This is an optimization exercise on Yosys and OpenROAD, whose aim is small area, a short achievable clock period and few clock cycles, not a production implementation.
RTL that was checked went through simulation tests only; none was proved equivalent to the original.

==> inputs of v18 <==
==> flow/design.v (excerpt) <==
module brv32p_muldiv (
  input  logic        clk,
  input  logic        rst_n,
  input  logic        start,
  input  logic        hold,        
  input  logic [2:0]  op,          
  input  logic [31:0] a,           
  input  logic [31:0] b,           
  output logic [31:0] result,
  output logic        busy,
  output logic        valid        
);
Settings: LEC_CHECK=0, CAP_MARGIN=20, CORE_MARGIN=2, CORE_UTILIZATION=45, PLACE_DENSITY=0.6, SETUP_SLACK_MARGIN=3, SLEW_MARGIN=20; clock period 16.0 ns.
standard.sh (not shown) runs the stock make flow with config.mk's settings and CLKGATE_MAP_FILE= SYNTH_SCRIPT=/design/flow/synth_recipe.tcl, a recipe that flattens the netlist after the stock synthesis.
==> flow/flow/run.sh <==
#!/bin/bash
# Own flow: the standard layout, except that the synthesis maps the logic
# with an area-oriented ABC script (flow/abc_area.script) in place of ORFS's
# speed script. Everything else, registers included, is the standard synthesis:
# the same synth_recipe.tcl and ORFS synth.tcl, with only the abc call's script
# swapped. Timing is then repaired by the standard placement and CTS steps.
set -euo pipefail
W=$(pwd)
FLOWDIR=$(cd "$(dirname "${BASH_SOURCE[0]}")" && pwd)

# ORFS synth.tcl with the abc script replaced
sed "s#log_cmd abc {\*}\$abc_args#log_cmd abc {*}[lreplace \$abc_args 0 1 -script $FLOWDIR/abc_area.script]#" \
  "$FLOW_HOME/scripts/synth.tcl" > "$W/own_synth_body.tcl"
grep -q "abc_area.script" "$W/own_synth_body.tcl"
sed "s#source \$::env(SCRIPTS_DIR)/synth.tcl#source $W/own_synth_body.tcl#" \
  "$W/synth_recipe.tcl" > "$W/own_synth.tcl"
grep -q "own_synth_body.tcl" "$W/own_synth.tcl"

# standard.sh with the synthesis script swapped, for the synthesis step only
sed "s#SYNTH_SCRIPT=[^ ]*#SYNTH_SCRIPT=$W/own_synth.tcl#" "$W/standard.sh" > "$W/own_standard.sh"
grep -q "own_synth.tcl" "$W/own_standard.sh"

bash "$W/own_standard.sh" synth > "$W/synth_make.log" 2>&1
bash "$W/standard.sh" finish > "$W/finish_make.log" 2>&1
test -f "$W/out/final.def"
==> flow/flow/abc_area.script <==
strash
dch
map -a
topo
stime -c
==> inputs of v4, as changes to v18 <==
--- a/flow/design.v
+++ b/flow/design.v
@@ -1421,28 +1421,20 @@
     logic [31:0] sel;
     sel = div_rem ? rem_2 : quo_2;
     ng  = div_rem ? neg_r : neg_q;
     div_result = (sel ^ {32{ng}}) + {31'd0, ng};
   end
   logic [31:0] fast_result;
   assign fast_result = op[1] ? a : {32{b_zero}};
+  logic [31:0] mul_result;
+  assign mul_result = (op[1:0] == 2'b00) ? prod[31:0] : prod[63:32];
   always_comb begin
-    valid  = 1'b0;
-    busy   = 1'b0;
-    result = 32'b0;
-    if (start) begin
-      if (div_active) begin
-        valid  = div_last;
-        busy   = !div_last;
-        result = div_result;
-      end else if (!is_div_op) begin
-        valid  = 1'b1;
-        result = (op[1:0] == 2'b00) ? prod[31:0] : prod[63:32];
-      end else if (div_fast) begin
-        valid  = 1'b1;
-        result = fast_result;
-      end else begin
-        busy   = 1'b1;
-      end
-    end
+    if (div_active)
+      result = div_result;
+    else if (is_div_op)
+      result = fast_result;
+    else
+      result = mul_result;
+    valid = start & (div_active ? div_last : (!is_div_op || div_fast));
+    busy  = start & (div_active ? !div_last : (is_div_op && !div_fast));
   end
 endmodule
==> flow/flow/run.sh (replaced) <==
#!/bin/bash
# Own flow: the standard layout, except that the synthesis maps the logic
# with an area-oriented ABC script (flow/abc_area.script) in place of ORFS's
# speed script. Everything else, registers included, is the standard synthesis:
# the same synth_recipe.tcl and ORFS synth.tcl, with only the abc call's script
# swapped. Timing is then repaired by the standard placement and CTS steps.
# Port buffers are buf_2 cells instead of ORFS's default pick.
set -euo pipefail
W=$(pwd)
FLOWDIR=$(cd "$(dirname "${BASH_SOURCE[0]}")" && pwd)

# ORFS synth.tcl with the abc script replaced
sed "s#log_cmd abc {\*}\$abc_args#log_cmd abc {*}[lreplace \$abc_args 0 1 -script $FLOWDIR/abc_area.script]#" \
  "$FLOW_HOME/scripts/synth.tcl" > "$W/own_synth_body.tcl"
grep -q "abc_area.script" "$W/own_synth_body.tcl"
sed "s#source \$::env(SCRIPTS_DIR)/synth.tcl#source $W/own_synth_body.tcl#" \
  "$W/synth_recipe.tcl" > "$W/own_synth.tcl"
grep -q "own_synth_body.tcl" "$W/own_synth.tcl"

# standard.sh with the synthesis script swapped, for the synthesis step only
sed "s#SYNTH_SCRIPT=[^ ]*#SYNTH_SCRIPT=$W/own_synth.tcl#" "$W/standard.sh" > "$W/own_standard.sh"
grep -q "own_synth.tcl" "$W/own_standard.sh"
# standard.sh whose port buffers are buf_2 cells (ORFS's default pick is a
# delay cell); every port still gets its buffer
sed "s#CLKGATE_MAP_FILE= #CLKGATE_MAP_FILE= BUFFER_PORTS_ARGS=-buffer_cell\\\\ sky130_fd_sc_hd__buf_2 #" "$W/standard.sh" > "$W/own_finish.sh"
grep -q "BUFFER_PORTS_ARGS" "$W/own_finish.sh"

bash "$W/own_standard.sh" synth > "$W/synth_make.log" 2>&1
bash "$W/own_finish.sh" finish > "$W/finish_make.log" 2>&1
test -f "$W/out/final.def"
==> flow/flow/abc_area.script (replaced) <==
&get -n
&st
&dch
&nf -D 11000
&put
topo
stime -c
--- a/flow/config.mk
+++ b/flow/config.mk
@@ -5,9 +5,9 @@
 export SDC_FILE = /design/flow/constraint.sdc
 export NUM_CORES = 8
 export LEC_CHECK = 0
 export CAP_MARGIN = 20
 export CORE_MARGIN = 2
 export CORE_UTILIZATION = 45
 export PLACE_DENSITY = 0.6
-export SETUP_SLACK_MARGIN = 3
+export SETUP_SLACK_MARGIN = 2
 export SLEW_MARGIN = 20
==> inputs of v39, as changes to v18 <==
--- a/flow/design.v
+++ b/flow/design.v
@@ -1421,28 +1421,20 @@
     logic [31:0] sel;
     sel = div_rem ? rem_2 : quo_2;
     ng  = div_rem ? neg_r : neg_q;
     div_result = (sel ^ {32{ng}}) + {31'd0, ng};
   end
   logic [31:0] fast_result;
   assign fast_result = op[1] ? a : {32{b_zero}};
+  logic [31:0] mul_result;
+  assign mul_result = (op[1:0] == 2'b00) ? prod[31:0] : prod[63:32];
   always_comb begin
-    valid  = 1'b0;
-    busy   = 1'b0;
-    result = 32'b0;
-    if (start) begin
-      if (div_active) begin
-        valid  = div_last;
-        busy   = !div_last;
-        result = div_result;
-      end else if (!is_div_op) begin
-        valid  = 1'b1;
-        result = (op[1:0] == 2'b00) ? prod[31:0] : prod[63:32];
-      end else if (div_fast) begin
-        valid  = 1'b1;
-        result = fast_result;
-      end else begin
-        busy   = 1'b1;
-      end
-    end
+    if (div_active)
+      result = div_result;
+    else if (is_div_op)
+      result = fast_result;
+    else
+      result = mul_result;
+    valid = start & (div_active ? div_last : (!is_div_op || div_fast));
+    busy  = start & (div_active ? !div_last : (is_div_op && !div_fast));
   end
 endmodule
==> flow/flow/run.sh (replaced) <==
#!/bin/bash
# Own flow: the standard layout, except that the synthesis maps the logic
# with an area-oriented ABC script (flow/abc_area.script) in place of ORFS's
# speed script. Everything else, registers included, is the standard synthesis:
# the same synth_recipe.tcl and ORFS synth.tcl, with only the abc call's script
# swapped. Timing is then repaired by the standard placement and CTS steps.
# Port buffers are buf_2 cells instead of ORFS's default pick.
set -euo pipefail
W=$(pwd)
FLOWDIR=$(cd "$(dirname "${BASH_SOURCE[0]}")" && pwd)

# ORFS synth.tcl with the abc script replaced
sed "s#log_cmd abc {\*}\$abc_args#log_cmd abc {*}[lreplace \$abc_args 0 1 -script $FLOWDIR/abc_area.script]#" \
  "$FLOW_HOME/scripts/synth.tcl" > "$W/own_synth_body.tcl"
grep -q "abc_area.script" "$W/own_synth_body.tcl"
sed "s#source \$::env(SCRIPTS_DIR)/synth.tcl#source $W/own_synth_body.tcl#" \
  "$W/synth_recipe.tcl" > "$W/own_synth.tcl"
grep -q "own_synth_body.tcl" "$W/own_synth.tcl"

# standard.sh with the synthesis script swapped, for the synthesis step only
sed "s#SYNTH_SCRIPT=[^ ]*#SYNTH_SCRIPT=$W/own_synth.tcl#" "$W/standard.sh" > "$W/own_standard.sh"
grep -q "own_synth.tcl" "$W/own_standard.sh"
# standard.sh whose port buffers are buf_2 cells (ORFS's default pick is a
# delay cell); every port still gets its buffer
sed "s#CLKGATE_MAP_FILE= #CLKGATE_MAP_FILE= BUFFER_PORTS_ARGS=-buffer_cell\\\\ sky130_fd_sc_hd__buf_2 #" "$W/standard.sh" > "$W/own_finish.sh"
grep -q "BUFFER_PORTS_ARGS" "$W/own_finish.sh"

bash "$W/own_standard.sh" synth > "$W/synth_make.log" 2>&1
bash "$W/own_finish.sh" finish > "$W/finish_make.log" 2>&1
test -f "$W/out/final.def"
==> flow/flow/abc_area.script (replaced) <==
&get -n
&st
&dch
&nf -D 11000
&put
topo
stime -c
--- a/flow/config.mk
+++ b/flow/config.mk
@@ -5,9 +5,9 @@
 export SDC_FILE = /design/flow/constraint.sdc
 export NUM_CORES = 8
 export LEC_CHECK = 0
 export CAP_MARGIN = 20
 export CORE_MARGIN = 2
 export CORE_UTILIZATION = 45
 export PLACE_DENSITY = 0.6
-export SETUP_SLACK_MARGIN = 3
+export SETUP_SLACK_MARGIN = 2.5
 export SLEW_MARGIN = 20
==> flow_summary.json <==
{
  "multi_input_area_share_pct": 72.38,
  "final-clk-cell-share_pct": 0.5981,
  "multi_input_cells": 4307,
  "reg2reg_from": "rem_r[0]",
  "status": "complete, no violations",
  "synthTopCellsByCount": "800 x clkinv_1, 728 x xor2_1, 586 x o22ai_1",
  "fin_util_pct": 59.51,
  "n_all_buffers": 614,
  "worstSetupEndpoint": "result[6]",
  "use_met2_pct": 67.25
}
That was v18.
==> flow_summary.json <==
{
  "status": "complete, no violations",
  "multi_input_cells": 4364,
  "final-clk-cell-share_pct": 0.6649,
  "reg2reg_from": "dv_r[9]",
  "fin_util_pct": 52.61,
  "n_all_buffers": 398,
  "use_met2_pct": 62.30,
  "multi_input_area_share_pct": 79.89
}
That was v39.
==> flow_summary.json <==
{
  "fin_util_pct": 50.52,
  "worstSetupEndpoint": "result[29]",
  "multi_input_cells": 4361,
  "synthTopCellsByCount": "524 x a22oi_1, 464 x fa_1, 442 x a21oi_1",
  "status": "complete, no violations",
  "final-clk-cell-share_pct": 0.6951
}
That was v4.
Testbench counts of v4, summed over its fixed seeds: cycles 17,182.
Testbench counts of v39, summed over its fixed seeds: cycles 17,182.
No functional check of the RTL was part of v18.

port drivers added, routing unchanged:
The flow's constraints put no driver on any port. The routed layouts listed below were extracted and timed again, unchanged, in two steps.
Step 1: set_driving_cell puts a clkbuf_16 on clk and a buf_2 on each other input, an assumption about the parent block.
Step 2, shift: input delay + t, output delay - t, t = (earliest + latest rising clock arrival at the registers) / 2. This alone moves slack from input paths to output paths.
Slacks: ideal ports / drivers / drivers and shift; pairs: ideal ports / drivers.
run | t (ns) | setup slack, ns | clock arrival spread, ns
v18 | 0.436 | 2.652 / 2.549 / 2.549 | 0.019 / 0.018
v4 | 0.438 | 2.165 / 2.095 / 2.095 | 0.018 / 0.019
v39 | 0.439 | 2.394 / 2.372 / 2.372 | 0.012 / 0.012
After both steps every run listed still meets setup and hold. The setup slack of v18, which loses most, moves by -0.103 ns with the drivers and by -0.103 ns with both steps.
